Background: an optimization exercise with open tools, aiming at small area. Do not read the settings as production practice.
At most, simulation tests tie the RTL to the original design; equivalence was not proved.
No activity file was given, so power comes from the tool's default toggle rates.

==> flow/design.v <==
`timescale 1ns / 1ps
module main_proj (
input clk,sw0,sw1,bgreen1,bgreen2,byellow1,byellow2,set,rst,run,
output [7:0] seg1,
output [7:0] seg2,
output [2:0] traffic1,traffic2,
output outyl1,outyl2,
output train1,train2);
reg [4:0] m25;
reg [2:0] ph;
wire m_nz = |m25;
wire m_last = m25[4] & m25[3];           
always @(posedge clk) begin
  if (rst) begin
    m25 <= 5'd0;
    ph  <= 3'd0;
  end else begin
    m25 <= m_last ? 5'd0 : m25 + 5'd1;
    if (m_last) ph <= ph + 3'd1;
  end
end
wire tick    = ~m_nz & ~ph[1] & ~ph[0];         
wire clk_2hz = ph[0] ^ m_nz;                    
wire clk_05hz = ph[2] ^ (ph[1] | ph[0] | m_nz);  
wire en = rst | tick;
assign outyl1 = sw0 & clk_05hz;
assign outyl2 = sw0 & clk_05hz;
assign train1 = sw1 & clk_2hz;
assign train2 = sw1 & ~clk_2hz;
reg [7:0] G, Y;
wire yinc = byellow1;
wire ydec = ~byellow1 & byellow2;
wire ginc = ~byellow1 & ~byellow2 & bgreen1;
wire gdec = ~byellow1 & ~byellow2 & ~bgreen1 & bgreen2;
wire ysel = set & (byellow1 | byellow2);
wire dn = set & ~byellow1 & (byellow2 | ~bgreen1);
wire [7:0] op = ysel ? Y : G;
wire [7:0] G1 = op + {{7{dn}}, 1'b1};
always @(posedge clk) if (en) begin
  if (rst) begin
    Y <= 8'd3;
    G <= 8'd7;
  end else if (set) begin
    if (ysel) Y <= G1;
    else if (bgreen1 | bgreen2) G <= G1;
  end
end
wire [7:0] S  = G + Y;
wire [7:0] S1 = S + 8'd1;
wire g0 = (G == 8'd0), g1 = (G == 8'd1), g255 = (G == 8'd255);
wire y0 = (Y == 8'd0), y1 = (Y == 8'd1), y255 = (Y == 8'd255);
wire [7:0] D = G - Y;
wire geqy  = (D == 8'd0);
wire geqy1 = (D == 8'd1);       
wire yeqg1 = (D == 8'd255);     
localparam TG = 3'd0, TY = 3'd1, TS = 3'd2, TM = 3'd3, TP = 3'd4;
reg [7:0] c1, c2;
reg [2:0] t1, t2;
wire c1_big = |c1[7:1];
wire c2_big = |c2[7:1];
wire c1_100 = (c1 == 8'd100), c1_88 = (c1 == 8'd88);
wire c2_100 = (c2 == 8'd100), c2_88 = (c2 == 8'd88);
wire set_step = set;
wire [2:0] t1_set = (set_step & ginc) ? TM : (set_step & gdec) ? TP : TG;
wire [2:0] t2_set = (set_step & (yinc | ginc)) ? TM : (set_step & (ydec | gdec)) ? TP : TS;
reg [1:0] r1, r2;
always @* begin
  case (t1)
    TG: r1 = y0 ? 2'd0 : 2'd1;
    TY: r1 = g0 ? 2'd0 : geqy ? 2'd1 : 2'd2;
    TS: r1 = 2'd0;
    TM: r1 = y255 ? 2'd0 : geqy1 ? 2'd2 : 2'd3;
    default: r1 = y1 ? 2'd0 : yeqg1 ? 2'd2 : 2'd3;
  endcase
  case (t2)
    TS: r2 = 2'd0;
    TG: r2 = y0 ? 2'd0 : 2'd1;
    TY: r2 = g0 ? 2'd0 : geqy ? 2'd1 : 2'd2;
    TM: r2 = y1 ? 2'd1 : g1 ? 2'd2 : 2'd3;
    default: r2 = y255 ? 2'd1 : g255 ? 2'd2 : 2'd3;
  endcase
end
always @(posedge clk) if (en) begin
  if (rst) begin
    t1 <= TG; c1 <= 8'd88;
  end else if (run) begin
    t1 <= t1_set; c1 <= 8'd88;
  end else if (sw0) begin
    t1 <= t1_set; c1 <= 8'd100;
  end else if (set) begin
    t1 <= t1_set; c1 <= G;
  end else if (c1_big) begin
    if (c1_100 | c1_88) c1 <= G;
    else c1 <= c1 - 8'd1;
  end else begin
    case (r1)
      2'd0: begin t1 <= TG; c1 <= G; end
      2'd1: begin t1 <= TY; c1 <= Y; end
      2'd2: begin t1 <= TS; c1 <= S; end
      default: begin t1 <= TG; c1 <= G1; end
    endcase
  end
end
always @(posedge clk) if (en) begin
  if (rst) begin
    t2 <= TS; c2 <= 8'd88;
  end else if (run) begin
    t2 <= t2_set; c2 <= 8'd88;
  end else if (sw0) begin
    t2 <= t2_set; c2 <= 8'd100;
  end else if (set) begin
    t2 <= t2_set; c2 <= S;
  end else if (c2_big) begin
    if (c2_100 | c2_88) c2 <= S;
    else c2 <= c2 - 8'd1;
  end else begin
    case (r2)
      2'd0: begin t2 <= TG; c2 <= G; end
      2'd1: begin t2 <= TY; c2 <= Y; end
      2'd2: begin t2 <= TS; c2 <= S; end
      default: begin t2 <= TS; c2 <= S1; end
    endcase
  end
end
function [7:0] disp(input [7:0] c);
  reg [4:0] v;
  begin
    v = c[4:0];
    if (c == 8'd100) disp = 8'hAA;
    else if (c == 8'd88) disp = 8'h88;
    else if (c[7:5] != 3'd0 || v == 5'd31 || v < 5'd2) disp = 8'h01;
    else if (v >= 5'd30) disp = {4'd3, 4'd0};
    else if (v >= 5'd20) disp = {4'd2, v[3:0] - 4'd4};
    else if (v >= 5'd10) disp = {4'd1, v[3:0] - 4'd10};
    else disp = {4'd0, v[3:0]};
  end
endfunction
assign seg1 = disp(c1);
assign seg2 = disp(c2);
reg st_on;
reg [1:0] st, ns;
reg [7:0] fc;
wire [7:0] tgt = st[0] ? Y : G;
wire lt = fc < tgt;
always @(posedge clk) if (en) begin
  st_on <= ~(rst | run | set | sw0);
  st <= ns;
  if (~st_on) begin
    ns <= 2'd0;
    fc <= 8'd2;
  end else if (lt) begin
    fc <= fc + 8'd1;
  end else begin
    ns <= st + 2'd1;
    fc <= 8'd1;
  end
end
assign traffic1 = {st_on & ~st[1], 1'b0, st_on & (st[1] | st[0])};
assign traffic2 = {st_on & st[1], 1'b0, st_on & (~st[1] | st[0])};
endmodule
Settings: LEC_CHECK=0, CAP_MARGIN=20, CORE_MARGIN=2, CORE_UTILIZATION=40, SLEW_MARGIN=20; clock period 8.0 ns.
standard.sh (not shown) runs the stock make flow with config.mk's settings and CLKGATE_MAP_FILE= SYNTH_SCRIPT=/design/flow/synth_recipe.tcl, a recipe that flattens the netlist after the stock synthesis.
==> flow/flow/run.sh <==
#!/bin/bash
# Own layout flow: the standard synthesis, then its combinational logic re-mapped by ABC with
# an area script (registers untouched, proven equal), then the standard layout steps with
# small port buffers and a clock tree without dummy loads.
set -euo pipefail
here=$(pwd)
YOSYS=$(command -v yosys || echo "$FLOW_HOME/../tools/install/yosys/bin/yosys")
R=$here/orfs/results/$FLOW_PLATFORM/main_proj/base
LIB=$FLOW_HOME/platforms/$FLOW_PLATFORM/lib/sky130_fd_sc_hd__tt_025C_1v80.lib

bash standard.sh synth > $here/1_standard_synth.log 2>&1

cp $R/1_2_yosys.v $here/1_2_yosys_standard.v
export RESYN_LIB=$LIB RESYN_IN=$here/1_2_yosys_standard.v RESYN_OUT=$here/1_2_yosys_resyn.v RESYN_ABC=$here/flow/abc.scr
if "$YOSYS" -c $here/flow/resyn.tcl > $here/2_resyn.log 2>&1 && \
   "$YOSYS" -c $here/flow/eqv.tcl > $here/3_resyn_equiv.log 2>&1; then
  cp $here/1_2_yosys_resyn.v $R/1_2_yosys.v
  echo "using re-mapped netlist" > $here/resyn_choice.txt
else
  echo "using standard netlist" > $here/resyn_choice.txt
fi
rm -f $R/1_synth.odb $R/1_synth.sdc
touch $R/1_2_yosys.v

bash standard.sh finish \
  "BUFFER_PORTS_ARGS=-buffer_cell sky130_fd_sc_hd__buf_1" \
  "CTS_ARGS=-sink_clustering_enable -repair_clock_nets -dont_use_dummy_load -buf_list sky130_fd_sc_hd__clkbuf_4" \
  > $here/4_standard_finish.log 2>&1
Other scripts of this flow, unchanged in this note and not shown: flow/flow/abc.scr, flow/flow/eqv.tcl, flow/flow/resyn.tcl
The first run produced a clean layout.
Then changed:
--- a/flow/design.v
+++ b/flow/design.v
@@ -77,51 +77,65 @@
     TG: r2 = y0 ? 2'd0 : 2'd1;
     TY: r2 = g0 ? 2'd0 : geqy ? 2'd1 : 2'd2;
     TM: r2 = y1 ? 2'd1 : g1 ? 2'd2 : 2'd3;
     default: r2 = y255 ? 2'd1 : g255 ? 2'd2 : 2'd3;
   endcase
 end
+wire c1_case = ~run & ~sw0 & ~set & ~c1_big;
+wire c2_case = ~run & ~sw0 & ~set & ~c2_big;
+wire a1g = ~c1_case | (r1 != 2'd1);
+wire a1y = c1_case & (r1 == 2'd1 || r1 == 2'd2);
+wire a1c = c1_case & (r1 == 2'd3);
+wire d1 = ~run & ~sw0 & ~set & c1_big & ~(c1_100 | c1_88);
+wire [7:0] L1 = (d1 ? c1 : a1g ? G : 8'd0) + (d1 ? 8'hFF : a1y ? Y : 8'd0) + {7'd0, a1c};
+wire a2g = ~c2_case | (r2 != 2'd1);
+wire a2y = ~c2_case | (r2 != 2'd0);
+wire a2c = c2_case & (r2 == 2'd3);
+wire d2 = ~run & ~sw0 & ~set & c2_big & ~(c2_100 | c2_88);
+wire [7:0] L2 = (d2 ? c2 : a2g ? G : 8'd0) + (d2 ? 8'hFF : a2y ? Y : 8'd0) + {7'd0, a2c};
 always @(posedge clk) if (en) begin
   if (rst) begin
     t1 <= TG; c1 <= 8'd88;
   end else if (run) begin
     t1 <= t1_set; c1 <= 8'd88;
   end else if (sw0) begin
     t1 <= t1_set; c1 <= 8'd100;
   end else if (set) begin
-    t1 <= t1_set; c1 <= G;
+    t1 <= t1_set; c1 <= L1;
   end else if (c1_big) begin
-    if (c1_100 | c1_88) c1 <= G;
-    else c1 <= c1 - 8'd1;
+    if (c1_100 | c1_88) c1 <= L1;
+    else c1 <= L1;
   end else begin
+    c1 <= L1;
     case (r1)
-      2'd0: begin t1 <= TG; c1 <= G; end
-      2'd1: begin t1 <= TY; c1 <= Y; end
-      2'd2: begin t1 <= TS; c1 <= S; end
-      default: begin t1 <= TG; c1 <= G1; end
+      2'd0: t1 <= TG;
+      2'd1: t1 <= TY;
+      2'd2: t1 <= TS;
+      default: t1 <= TG;
     endcase
   end
 end
 always @(posedge clk) if (en) begin
   if (rst) begin
     t2 <= TS; c2 <= 8'd88;
   end else if (run) begin
     t2 <= t2_set; c2 <= 8'd88;
   end else if (sw0) begin
     t2 <= t2_set; c2 <= 8'd100;
   end else if (set) begin
-    t2 <= t2_set; c2 <= S;
+    t2 <= t2_set; c2 <= L2;
   end else if (c2_big) begin
-    if (c2_100 | c2_88) c2 <= S;
-    else c2 <= c2 - 8'd1;
+    if (c2_100 | c2_88) c2 <= L2;
+    else c2 <= L2;
   end else begin
+    c2 <= L2;
     case (r2)
-      2'd0: begin t2 <= TG; c2 <= G; end
-      2'd1: begin t2 <= TY; c2 <= Y; end
-      2'd2: begin t2 <= TS; c2 <= S; end
-      default: begin t2 <= TS; c2 <= S1; end
+      2'd0: t2 <= TG;
+      2'd1: t2 <= TY;
+      2'd2: t2 <= TS;
+      default: t2 <= TS;
     endcase
   end
 end
 function [7:0] disp(input [7:0] c);
   reg [4:0] v;
   begin
Result: The changed run finished with timing, DRC and antenna clean; power went down by about 12%; global-route usage is lower by 2.5 points; sequential power shrinks by about 1%; fmax fell by 11%; non-clock buffer count shrinks by 2; final area goes down by about 5%; cell count decreases by 5.6%; die area drops by about 5%; sequential cell count is unchanged; synthesized area went down by 5.4%; worst hold slack loses 34 ps; setup slack loses 750 ps; register-to-register slack degrades by 820 ps.
Function not checked in the first run of this note: the RTL went through the layout flow alone.

[port drivers added, routing unchanged]
In the flow no input, the clock included, has a driving cell. The finished layouts below were timed again as built, in two steps.
Step 1 (the two cells are an assumption about what drives the block):
set clk [get_ports {clk}]
set_driving_cell -lib_cell sky130_fd_sc_hd__clkbuf_16 $clk
set_driving_cell -lib_cell sky130_fd_sc_hd__buf_2 [delete_from_list [all_inputs] $clk]
Step 2, shift: input delay + t, output delay - t, t = (earliest + latest rising clock arrival at the registers) / 2. This alone moves slack from input paths to output paths.
a / b / c = no drivers / after step 1 / after step 2; a / b = the first two.
| run | t, ns | slack for setup (ns) | worst setup path after step 2 | clock arrival spread, ns |
|---|---|---|---|---|
| the first run | 0.447 | 2.121 / 2.126 / 1.679 | input to register | 0.042 / 0.042 |
| the second run | 0.445 | 1.368 / 1.368 / 1.253 | input to register | 0.032 / 0.032 |
After both steps setup and hold are still met in every run listed. The setup slack of the first run, which loses most, moves by +0.005 ns with the drivers and by -0.442 ns with both steps.
